From an optimization exercise on the open Yosys and OpenROAD flow, aimed at small area; shortcuts taken in it are not production practice.
Only simulation tests tie the RTL to the original design; equivalence was not proved.
Power figures rest on the tool's default switching activity, not on a simulated workload.

run B:
## fpga_bridge
module fpga_bridge
(
    input  wire        sys_clk,
    input  wire        sys_rst,
    input  wire        avl_waitrequest,
    output wire [31:0] avl_address,
    output wire        avl_read,
    output wire        avl_write,
    output wire [31:0] avl_writedata,
    output wire [3:0]  avl_byteenable,
    output wire [7:0]  avl_burstcount,
    input  wire        avl_readdatavalid,
    input  wire [31:0] avl_readdata,
    input  wire        st_valid,
    output wire        st_ready,
    input  wire [31:0] st_data,
    input  wire        st_startofpacket,
    input  wire        st_endofpacket,
    input  wire        s_cyc,
    input  wire        s_stb,
    input  wire [31:0] s_adr,
    input  wire        s_we,
    input  wire [31:0] s_dat_ms,
    input  wire [3:0]  s_sel,
    input  wire [2:0]  s_cti,
    input  wire [1:0]  s_bte,
    output wire        s_ack,
    output wire [31:0] s_dat_sm,
    output wire        s_err,
    output wire        s_rty,
    output wire        m_cyc,
    output wire        m_stb,
    output wire [31:0] m_adr,
    output wire        m_we,
    output wire [31:0] m_dat_ms,
    output wire [3:0]  m_sel,
    output wire [2:0]  m_cti,
    output wire [1:0]  m_bte,
    input  wire        m_ack,
    input  wire [31:0] m_dat_sm,
    input  wire        m_err,
    input  wire        m_rty,
    input  wire [31:0] img_addr
);
Size in the first run: about 3,400 cells after synthesis, about 400 I/O pins, ~52,000 µm² of cells after synthesis.
export LEC_CHECK = 0
export CAP_MARGIN = 5
export CORE_MARGIN = 2
export CORE_UTILIZATION = 40
export SLEW_MARGIN = 5
create_clock -name core_clock -period 10.0 [get_ports {sys_clk}]
standard.sh (not shown) runs the stock make flow with config.mk's settings and CLKGATE_MAP_FILE= SYNTH_SCRIPT=/design/flow/synth_recipe.tcl, a recipe that flattens the netlist after the stock synthesis.
==> flow/flow/run.sh <==
#!/bin/bash
# Standard ORFS layout (the standard.sh, unchanged synthesis), with:
#  - port buffers made of sky130_fd_sc_hd__buf_1 instead of the default cell,
#  - a clock tree of small clock buffers, larger sink clusters, no dummy loads,
#  - synthesis buffers removed before placement.
# Each step's full output goes to a log file in this folder.
set -euo pipefail
export BUFFER_PORTS_ARGS="-buffer_cell sky130_fd_sc_hd__buf_1"
export CTS_ARGS="-sink_clustering_enable -repair_clock_nets -dont_use_dummy_load -buf_list sky130_fd_sc_hd__clkbuf_4 -sink_clustering_size 10 -sink_clustering_max_diameter 40"
export REMOVE_ABC_BUFFERS=1
bash standard.sh synth > synth.log 2>&1
bash standard.sh finish > layout.log 2>&1
--- input diff run B..run E ---
--- a/flow/design.v
+++ b/flow/design.v
@@ -171,16 +171,17 @@
 wire wb_pending_write = (r_wb_state == WB_FIFO_WRITE);
 wire avl_pending_read = (r_avl_state == RD_BURST);
 wire [4:0] idx = wb_pending_write ? {1'b0, r_wcnt} : r_rcnt[4:0];
 wire match_addr = (s_adr == {r_base[ADDR_WIDTH-1:2] + idx, r_base[1:0]});
 reg [2:0] wf_wp, wf_rp;
 reg wf_full, wf_empty;
 wire wf_write = wb_pending_write && valid_write_req && match_addr;
 wire wf_read  = (r_avl_state == WR_BURST) && !avl_waitrequest;
+wire wf_put   = wf_write && !wf_full;
 always @(posedge clk)
 if (rst)
 begin
     wf_wp    <= 3'd0;
     wf_rp    <= 3'd0;
     wf_full  <= 1'b0;
     wf_empty <= 1'b1;
 end
@@ -197,17 +198,16 @@
     if (wf_read && !wf_write && (wf_rp == wf_wp - 1'b1))
         wf_empty <= 1'b1;
     else if (wf_empty && wf_write)
         wf_empty <= 1'b0;
 end
 wire wr_run_end = wb_pending_write && !wb_avail_write &&
                   (wf_full || (valid_write_req && !match_addr) || valid_read_req);
 reg [DATA_WIDTH-1:0] rf_mem [0:31];
-wire wf_put = wf_write && !wf_full;
 wire [DATA_WIDTH-1:0] rf_wdata = avl_pending_read ? avl_readdata : s_dat_ms;
 wire rf_empty = (r_rcnt == (avl_pending_read ? {1'b0, r_burst_count} : 6'd32));
 wire rf_write = avl_pending_read && avl_readdatavalid;
 wire flush_now = (r_wb_state == WB_FIFO_FLUSH) && !avl_pending_read;
 wire rf_zero0  = flush_now || (rst && !(avl_pending_read && (r_burst_count != 5'd0)));
 always @(posedge clk)
 if (rf_zero0)
     rf_mem[0] <= '0;
--- outcome ---
Run E vs. run B: worst hold margin rose by 0.0075 ns; post-layout minimum cycle time now smaller; flip-flop and latch count has remained practically unchanged; share of synthesized area occupied by flip-flops and latches lower. Against run B, run E reports a first-iteration DRC count that is lower.

Another version of the RTL of fpga_bridge (not shown whole).
Size: about 3,700 cells after synthesis, roughly 1,300 flip-flops, ~400 I/O pins.
Settings: LEC_CHECK=0, CAP_MARGIN=5, CORE_MARGIN=2, CORE_UTILIZATION=40, SLEW_MARGIN=5; clock period 10.0 ns.
Scripts as last shown in full above: flow/flow/run.sh
The first run ran to the end with no violations.
Edit:
--- a/flow/design.v
+++ b/flow/design.v
@@ -169,67 +169,61 @@
 reg [ADDR_WIDTH-1:0] r_avl_base;
 reg [3:0] r_burst_avl_wr;
 reg [4:0] r_burst_count;
 wire wb_pending_write = (r_wb_state == WB_FIFO_WRITE);
 wire avl_pending_read = (r_avl_state == RD_BURST);
 wire [4:0] idx = wb_pending_write ? {1'b0, r_wcnt} : r_rcnt[4:0];
 wire match_addr = (s_adr == {r_base[ADDR_WIDTH-1:2] + idx, r_base[1:0]});
+reg [DATA_WIDTH-1:0] wf_mem [0:7];
 reg [2:0] wf_wp, wf_rp;
 reg wf_full, wf_empty;
 wire wf_write = wb_pending_write && valid_write_req && match_addr;
 wire wf_read  = (r_avl_state == WR_BURST) && !avl_waitrequest;
 always @(posedge clk)
+if (wf_write && !wf_full)
+    wf_mem[wf_wp] <= s_dat_ms;
+always @(posedge clk)
 if (rst)
 begin
     wf_wp    <= 3'd0;
     wf_rp    <= 3'd0;
     wf_full  <= 1'b0;
     wf_empty <= 1'b1;
 end
 else
 begin
-    if (wf_put)
+    if (wf_write && !wf_full)
         wf_wp <= wf_wp + 1'b1;
     if (wf_read && !wf_empty)
         wf_rp <= wf_rp + 1'b1;
     if (!wf_read && wf_write && (wf_wp == wf_rp - 1'b1))
         wf_full <= 1'b1;
     else if (wf_full && wf_read)
         wf_full <= 1'b0;
     if (wf_read && !wf_write && (wf_rp == wf_wp - 1'b1))
         wf_empty <= 1'b1;
     else if (wf_empty && wf_write)
         wf_empty <= 1'b0;
 end
 reg [DATA_WIDTH-1:0] rf_mem [0:31];
-wire wf_put = wf_write && !wf_full;
 wire rf_empty = (r_rcnt == (avl_pending_read ? {1'b0, r_burst_count} : 6'd32));
 wire rf_write = avl_pending_read && avl_readdatavalid;
 wire flush_now = (r_wb_state == WB_FIFO_FLUSH) && !avl_pending_read;
 wire rf_zero0  = flush_now || (rst && !(avl_pending_read && (r_burst_count != 5'd0)));
 always @(posedge clk)
 if (rf_zero0)
     rf_mem[0] <= '0;
 else if (rf_write && !rst && (r_burst_count == 5'd0))
     rf_mem[0] <= avl_readdata;
 genvar gi;
 generate
 for (gi = 1; gi < 32; gi = gi + 1) begin : g_rf
-    if (gi >= 8 && gi < 16) begin : g_shared
-        always @(posedge clk)
-        if (rf_write && (r_burst_count == gi))
-            rf_mem[gi] <= avl_readdata;
-        else if (wf_put && (wf_wp == gi - 8))
-            rf_mem[gi] <= s_dat_ms;
-    end
-    else begin : g_rd
-        always @(posedge clk)
-        if (rf_write && (r_burst_count == gi))
-            rf_mem[gi] <= avl_readdata;
-    end
+    always @(posedge clk)
+    if (rf_write && (r_burst_count == gi))
+        rf_mem[gi] <= avl_readdata;
 end
 endgenerate
 wire avl_write_rst = (r_avl_state == WR_BURST) && !avl_waitrequest &&
                      (r_burst_count[2:0] == r_burst_avl_wr[2:0] - 1'b1);
 wire avl_read_set  = avl_pending_read && avl_readdatavalid && (r_burst_count == 5'd0);
 wire avl_rd_start  = (r_avl_state == AVL_IDLE) && !wb_avail_write && valid_read_req &&
                      !avl_waitrequest && !avl_avail_read && !wb_pending_write;
@@ -272,15 +266,15 @@
             r_avl_state <= AVL_IDLE;
     endcase
 wire [ADDR_WIDTH-1:0] wr_addr = {r_avl_base[ADDR_WIDTH-1:2] + r_burst_count[2:0], r_avl_base[1:0]};
 assign avl_address    = img_addr + ((r_avl_state == WR_BURST) ? wr_addr : s_adr);
 assign avl_read       = (r_avl_state == AVL_IDLE) && valid_read_req && !avl_avail_read &&
                         !(wb_pending_write || wb_avail_write);
 assign avl_write      = (r_avl_state == WR_BURST) && !wf_empty;
-assign avl_writedata  = rf_mem[{2'b01, wf_rp}];
+assign avl_writedata  = wf_mem[wf_rp];
 assign avl_byteenable = '1;
 assign avl_burstcount = (r_avl_state == WR_BURST) ? {4'd0, r_burst_avl_wr} : AVL_BURST_LENGTH;
 wire wr_run_end = wb_pending_write && !wb_avail_write &&
                   (wf_full || (valid_write_req && !match_addr) || valid_read_req);
 always @(posedge clk)
 if (rst)
     r_wb_state <= WB_IDLE;
Effect: Non-clock buffer count goes down by 3. Via count goes down by 3.6%. Die area goes up by 10%. Total power goes up by 19%. Synthesized area goes up by 10%. Worst setup slack is worse by 0.11 ns. Core utilization hardly moves. Maximum frequency goes down by 1.3%.

-- port drivers added, routing unchanged --
The results above use ideal ports. As a check the final layouts listed here were re-extracted and re-timed, cells and wires unchanged. Step 1, drivers: a clkbuf_16 drives sys_clk and a buf_2 each remaining input, both assumed. Step 2 times the ports against the registers' clock, not the clock port: input delays grow and output delays shrink by t, the midpoint of the rising clock arrivals with the driver on. Slacks: ideal ports / drivers / drivers and shift; pairs: ideal ports / drivers.
| run | t, ns | setup WS [ns] | hold WS [ns] | latest minus earliest clock arrival (ns) | worst register clock-pin slew, ns |
|---|---|---|---|---|---|
| run B | 1.241 | 0.639 / 0.569 / 1.473 | 0.467 / 0.467 / 0.467 | 0.170 / 0.171 | 0.11 / 0.11 |
| run E | 1.189 | 1.671 / 1.591 / 2.740 | 0.475 / 0.475 / 0.475 | 0.218 / 0.218 | 0.11 / 0.11 |
| the first run of note 2 | 1.294 | 1.605 / 1.518 / 2.295 | 0.439 / 0.439 / 0.439 | 0.211 / 0.211 | 0.12 / 0.12 |
| the second run of note 2 | 1.232 | 1.498 / 1.422 / 2.305 | 0.421 / 0.421 / 0.421 | 0.160 / 0.160 | 0.11 / 0.11 |
After both steps setup and hold are still met in every run listed.
